Source: an optimization exercise on an open RTL-to-GDS flow (aim: small area, a short achievable clock period and few clock cycles). Production flows keep margins and buffers that such runs may drop.
Where RTL was checked, it was by simulation tests only, not by an equivalence proof against the original.

==> exp/sierra: inputs <==
// conversion
module conversion(
	ready,postfix,
	clk,reset,load,infix
);
==> module conversion, before the edit <==
module conversion(
	ready,postfix,
	clk,reset,load,infix
);
input clk, reset, load;
input [7:0] infix;
output ready;
output [7:0] postfix;
localparam QN = 29;           
reg       iv, c_dig, c_opn, c_cls, c_hi, c_lo, c_pa;
reg [3:0] nib;
wire [3:0] in_n = infix[3:0];
always @(posedge clk) begin
	iv    <= load & ~reset;
	c_dig <= load & ~reset & infix[4];
	c_opn <= load & ~reset & ~infix[4] & ~in_n[2] & ~in_n[1] & ~in_n[0];
	c_cls <= load & ~reset & ~infix[4] & ~in_n[2] & ~in_n[1] &  in_n[0];
	c_hi  <= load & ~reset & ~infix[4] &  in_n[1] & ~(in_n[0] ^ in_n[2]);
	c_lo  <= load & ~reset & ~infix[4] &  (in_n[2] ^ in_n[1]) & in_n[0];
	c_pa  <= load & ~reset & ~infix[4] &  ~(in_n[2] & in_n[1]) & in_n[0];
	nib   <= in_n;
end
reg        lv, lo, hv, ho;
reg [4:0]  wp;                
reg [2:0]  sp;                
reg        snd, rdy, hd;
reg [3:0]  h;
reg [3:0]  q [1:QN+1];
wire [3:0] hi_n = {1'b1, ho, 1'b1, ho};
wire [3:0] lo_n = {1'b1, lo, ~lo, 1'b1};
wire       pa   = c_pa;                              
wire       n1   = c_dig | (hv & (c_hi | pa)) | (lv & pa);
wire       n2   = pa & hv & lv;
wire [3:0] wd0  = c_dig ? nib : (hv ? hi_n : lo_n);
wire [3:0] wd1  = lo_n;
wire [3:0] curv = {lv, lo, hv, ho};
wire [3:0] bus_e = c_opn ? curv : (wp[0] ? wd1 : wd0);
wire [3:0] bus_o = c_opn ? curv : (wp[0] ? wd0 : wd1);
reg  [3:0] top;
always @(*)
	case (sp)
	3'd1: top = q[29];
	3'd2: top = q[28];
	3'd3: top = q[27];
	3'd4: top = q[26];
	3'd5: top = q[25];
	default: top = q[24];
	endcase
wire [31:0] dw = 32'd1 << wp;       
wire [7:0]  ds = 8'd1 << sp;        
wire       more = (wp > 5'd1);
wire [4:0] wp_p1 = wp + 5'd1;
wire [4:0] wp_p2 = wp + 5'd2;
wire [4:0] wp_m1 = wp - 5'd1;
wire       done  = snd & ~more & ~hv & ~lv;
always @(posedge clk)
	if (reset | done)       wp <= 5'd0;
	else if (snd) begin
		if (more)           wp <= wp_m1;
	end
	else if (n2)            wp <= wp_p2;
	else if (n1)            wp <= wp_p1;
always @(*) q[QN+1] = bus_o;
genvar i;
generate for (i = 1; i <= QN; i = i + 1) begin : g_q
	wire we = (n1 & dw[i]) | (n2 & dw[i-1]) |
	          ((QN - i < 8) ? (c_opn & ds[(QN - i) % 8]) : 1'b0);
	always @(posedge clk)
		if (snd)      q[i] <= q[i+1];
		else if (we)  q[i] <= (i % 2 == 0) ? bus_e : bus_o;
end endgenerate
always @(posedge clk) begin
	if (reset) begin
		sp  <= 3'd0;
		lv  <= 1'b0;
		hv  <= 1'b0;
		snd <= 1'b0;
		rdy <= 1'b0;
	end
	else if (snd) begin
		if (more) begin
			h  <= q[1];
			hd <= ~(q[1][3] & (q[1][2] | q[1][1]));
		end
		else if (hv) begin
			h  <= hi_n;
			hd <= 1'b0;
			hv <= 1'b0;
		end
		else if (lv) begin
			h  <= lo_n;
			hd <= 1'b0;
			lv <= 1'b0;
		end
		else begin
			snd <= 1'b0;
			rdy <= 1'b0;
		end
	end
	else begin
		if (c_dig && wp == 5'd0) begin
			h  <= nib;
			hd <= 1'b1;
		end
		if (c_opn) begin
			sp <= sp + 3'd1;
			lv <= 1'b0;
			hv <= 1'b0;
		end
		else if (c_cls) begin
			sp <= sp - 3'd1;
			{lv, lo, hv, ho} <= top;
		end
		else if (c_hi) begin
			hv <= 1'b1;
			ho <= nib[2];
		end
		else if (c_lo) begin
			lv <= 1'b1;
			lo <= nib[2];
			hv <= 1'b0;
		end
		if (iv && !load) begin
			snd <= 1'b1;
			rdy <= 1'b1;
		end
	end
end
assign ready   = rdy;
assign postfix = {3'b001, hd, h};
endmodule
clock: 4.5 ns
lec_check: 0
abc_clock_period_in_ps: 1900
cap_margin: 20
core_margin: 2
core_utilization: 40
setup_slack_margin: 2.6
slew_margin: 20
run.sh (not shown) runs the stock make flow with config.mk's settings and CLKGATE_MAP_FILE= SYNTH_SCRIPT=/design/flow/synth_recipe.tcl, a recipe that flattens the netlist after the stock synthesis.
==> exp/lagoon (differences from exp/sierra) <==
==> flow/design.v (replaced) <==
`timescale 1ns / 1ps
module conversion(
	ready,postfix,
	clk,reset,load,infix
);
input clk, reset, load;
input [7:0] infix;
output ready;
output [7:0] postfix;
localparam QN = 29;           
reg       c_dig, c_opn, c_cls, c_hi, c_pa;
reg [3:0] nib;
wire [3:0] in_n = infix[3:0];
wire       ld   = load & ~reset;
always @(posedge clk) begin
	c_dig <= ld &  infix[4];
	c_opn <= ld & ~infix[4] & ~in_n[2] & ~in_n[1] & ~in_n[0];           
	c_cls <= ld & ~infix[4] & ~in_n[2] & ~in_n[1] &  in_n[0];           
	c_hi  <= ld & ~infix[4] &  in_n[1] & ~(in_n[0] ^ in_n[2]);          
	c_pa  <= ld & ~infix[4] & ~(in_n[2] & in_n[1]) & in_n[0];           
	nib   <= in_n;
end
wire iv   = c_dig | c_opn | c_hi | c_pa;
wire c_lo = c_pa & ~c_cls;
reg        lv, lo, hv, ho;
reg [3:0]  hp;                
reg        p;
reg [2:0]  sp;                
reg        snd, rdy, hd;
reg [3:0]  h;
reg [3:0]  q [1:QN+1];
wire [3:0] hi_n = {1'b1, ho, 1'b1, ho};
wire [3:0] lo_n = {1'b1, lo, ~lo, 1'b1};
wire       n1   = c_dig | (hv & (c_hi | c_pa)) | (lv & c_pa);    
wire       n2   = c_pa & hv & lv;                                
wire [3:0] wd0  = c_dig ? nib : (hv ? hi_n : lo_n);
wire [3:0] wd1  = lo_n;
wire [3:0] curv = {lv, lo, hv, ho};
wire [3:0] bus_e = c_opn ? curv : (p ? wd1 : wd0);
wire [3:0] bus_o = c_opn ? curv : (p ? wd0 : wd1);
reg  [3:0] top;
always @(*)
	case (sp)
	3'd1: top = q[29];
	3'd2: top = q[28];
	3'd3: top = q[27];
	3'd4: top = q[26];
	3'd5: top = q[25];
	default: top = q[24];
	endcase
reg [15:0] dh;                
reg [7:0]  ds;                
integer k;
always @(*) begin
	for (k = 0; k < 16; k = k + 1) dh[k] = (hp == k);
	for (k = 0; k < 8; k = k + 1)  ds[k] = (sp == k);
end
wire       more = (hp != 4'd0);             
wire       done = snd & ~more & ~hv & ~lv;
wire       inc  = n2 | (n1 & p);
wire [3:0] hp_p1 = hp + 4'd1;
wire [3:0] hp_m1 = hp - 4'd1;
always @(posedge clk)
	if (reset | done) begin
		hp <= 4'd0;
		p  <= 1'b0;
	end
	else if (snd) begin
		if (more) begin
			p <= ~p;
			if (!p) hp <= hp_m1;
		end
	end
	else begin
		p <= p ^ (n1 & ~n2);
		if (inc) hp <= hp_p1;
	end
always @(*) q[QN+1] = bus_o;
genvar i;
generate for (i = 1; i <= QN; i = i + 1) begin : g_q
	wire we;
	if (i % 2 == 0)
		assign we = (~p & dh[i/2]) | (p & dh[i/2-1]) |
		            ((QN - i < 8) ? (c_opn & ds[(QN - i) % 8]) : 1'b0);
	else
		assign we = dh[i/2] |
		            ((QN - i < 8) ? (c_opn & ds[(QN - i) % 8]) : 1'b0);
	always @(posedge clk)
		if (snd)      q[i] <= q[i+1];
		else if (we)  q[i] <= (i % 2 == 0) ? bus_e : bus_o;
end endgenerate
always @(posedge clk) begin
	if (reset) begin
		sp  <= 3'd0;
		lv  <= 1'b0;
		hv  <= 1'b0;
		snd <= 1'b0;
		rdy <= 1'b0;
	end
	else if (snd) begin
		if (more) begin
			h  <= q[1];
			hd <= ~(q[1][3] & (q[1][2] | q[1][1]));
		end
		else if (hv) begin
			h  <= hi_n;
			hd <= 1'b0;
			hv <= 1'b0;
		end
		else if (lv) begin
			h  <= lo_n;
			hd <= 1'b0;
			lv <= 1'b0;
		end
		else begin
			snd <= 1'b0;
			rdy <= 1'b0;
		end
	end
	else begin
		if (hp == 4'd0 && !p) begin    
			h  <= bus_e;
			hd <= c_dig;
		end
		if (c_opn) begin
			sp <= sp + 3'd1;
			lv <= 1'b0;
			hv <= 1'b0;
		end
		else if (c_cls) begin
			sp <= sp - 3'd1;
			{lv, lo, hv, ho} <= top;
		end
		else if (c_hi) begin
			hv <= 1'b1;
			ho <= nib[2];
		end
		else if (c_lo) begin
			lv <= 1'b1;
			lo <= nib[2];
			hv <= 1'b0;
		end
		if (iv && !load) begin
			snd <= 1'b1;
			rdy <= 1'b1;
		end
	end
end
assign ready   = rdy;
assign postfix = {3'b001, hd, h};
endmodule
==> exp/delta (differences from exp/sierra) <==
==> flow/design.v (replaced) <==
`timescale 1ns / 1ps
module conversion(
	ready,postfix,
	clk,reset,load,infix
);
input clk, reset, load;
input [7:0] infix;
output ready;
output [7:0] postfix;
localparam QN = 29;           
reg       iv, c_dig, c_opn, c_cls, c_hi, c_lo;
reg [3:0] nib;
wire [3:0] in_n = infix[3:0];
always @(posedge clk) begin
	iv    <= load & ~reset;
	c_dig <= load & ~reset & infix[4];
	c_opn <= load & ~reset & ~infix[4] & ~in_n[2] & ~in_n[1] & ~in_n[0];
	c_cls <= load & ~reset & ~infix[4] & ~in_n[2] & ~in_n[1] &  in_n[0];
	c_hi  <= load & ~reset & ~infix[4] &  in_n[1] & ~(in_n[0] ^ in_n[2]);
	c_lo  <= load & ~reset & ~infix[4] &  (in_n[2] ^ in_n[1]) & in_n[0];
	nib   <= in_n;
end
reg        lv, lo, hv, ho;
reg [4:0]  wp;                
reg [2:0]  sp;                
reg        snd, rdy, hd;
reg [3:0]  h;
reg [3:0]  q [1:QN+1];
wire [3:0] hi_n = {1'b1, ho, 1'b1, ho};
wire [3:0] lo_n = {1'b1, lo, ~lo, 1'b1};
wire       pa   = c_cls | c_lo;                      
wire       n1   = c_dig | (hv & (c_hi | pa)) | (lv & pa);
wire       n2   = pa & hv & lv;
wire [3:0] wd0  = c_dig ? nib : (hv ? hi_n : lo_n);
wire [3:0] wd1  = lo_n;
wire [3:0] curv = {lv, lo, hv, ho};
wire [3:0] bus_e = c_opn ? curv : (wp[0] ? wd1 : wd0);
wire [3:0] bus_o = c_opn ? curv : (wp[0] ? wd0 : wd1);
wire [3:0] top  = q[5'd30 - {2'b00, sp}];
wire       more = (wp > 5'd1);
always @(*) q[QN+1] = bus_o;
genvar i;
generate for (i = 1; i <= QN; i = i + 1) begin : g_q
	wire we = (n1 & (wp == i)) | (n2 & (wp == i - 1)) |
	          (c_opn & ({2'b00, sp} == QN - i));
	always @(posedge clk)
		if (snd)      q[i] <= q[i+1];
		else if (we)  q[i] <= (i % 2 == 0) ? bus_e : bus_o;
end endgenerate
always @(posedge clk) begin
	if (reset) begin
		wp  <= 5'd0;
		sp  <= 3'd0;
		lv  <= 1'b0;
		hv  <= 1'b0;
		snd <= 1'b0;
		rdy <= 1'b0;
	end
	else if (snd) begin
		if (more) begin
			h  <= q[1];
			hd <= ~(q[1][3] & (q[1][2] | q[1][1]));
			wp <= wp - 5'd1;
		end
		else if (hv) begin
			h  <= hi_n;
			hd <= 1'b0;
			hv <= 1'b0;
		end
		else if (lv) begin
			h  <= lo_n;
			hd <= 1'b0;
			lv <= 1'b0;
		end
		else begin
			snd <= 1'b0;
			rdy <= 1'b0;
			wp  <= 5'd0;
		end
	end
	else begin
		if (c_dig && wp == 5'd0) begin
			h  <= nib;
			hd <= 1'b1;
		end
		wp <= wp + {3'b000, n2, n1 & ~n2};
		if (c_opn) begin
			sp <= sp + 3'd1;
			lv <= 1'b0;
			hv <= 1'b0;
		end
		else if (c_cls) begin
			sp <= sp - 3'd1;
			{lv, lo, hv, ho} <= top;
		end
		else if (c_hi) begin
			hv <= 1'b1;
			ho <= nib[2];
		end
		else if (c_lo) begin
			lv <= 1'b1;
			lo <= nib[2];
			hv <= 1'b0;
		end
		if (iv && !load) begin
			snd <= 1'b1;
			rdy <= 1'b1;
		end
	end
end
assign ready   = rdy;
assign postfix = {3'b001, hd, h};
endmodule
ABC_CLOCK_PERIOD_IN_PS = not set   (was 1900)
SETUP_SLACK_MARGIN = not set   (was 2.6)
==> key figures <==
Status
  • Outcome: complete, no violations

Synthesis
  • Number of synthesized register bits: 145
  • Synth area leaders: edfxtp_1, a21o_1, dfxtp_1

Routing
  • Avg Vias per Cell: 5.96

Cells and area
  • Fraction of area in multi-input gates: 0.356
  • Plain + repair buffers: 15

Die
  • Initial Util: 0.411

GRT
  • Total track usage: 0.197

Min path
  • Hold Path End: rdy$_SDFFE_PP0P_
# the run above: exp/delta

==> key figures <==
Synthesis
  • Number of synthesized register bits: 144

Cells and area
  • Plain + repair buffers: 27

Status
  • Outcome: complete, no violations

Die
  • Initial Util: 0.408
# the run above: exp/lagoon

==> key figures <==
Min path
  • Hold Path End: sp[0]$_SDFFE_PP0P_

Synthesis
  • Synth area leaders: edfxtp_1, a21o_1, dfxtp_1
  • Number of synthesized register bits: 146

Status
  • Outcome: complete, no violations

Die
  • Initial Util: 0.404
# the run above: exp/sierra

Testbench counts of exp/delta, summed over its fixed seeds: cycles 5,210.
Function not checked in exp/sierra and exp/lagoon: the RTL went through the layout flow alone.

==> afterwards: timing with drivers on the ports <==
In the flow no input, the clock included, has a driving cell. The finished layouts below were timed again as built, in two steps. Step 1, drivers: a clkbuf_16 drives clk and a buf_2 each remaining input, both assumed. Step 2 also shifts input and output timing later by t, the mid clock arrival at the registers, as if the neighbouring blocks saw the same clock. Three values: ideal ports, drivers, drivers and shift; two values: the first two.
run	t, ns	slack for setup (ns)	worst setup path after step 2
exp/sierra	0.463	2.651 / 2.618 / 2.347	input to register
exp/lagoon	0.461	2.658 / 2.620 / 2.277	input to register
exp/delta	0.469	1.590 / 1.590 / 1.569	input to register
After both steps setup and hold are still met in every run listed. For exp/lagoon, which loses most, drivers alone change the setup slack by -0.038 ns; drivers and shift together by -0.381 ns.
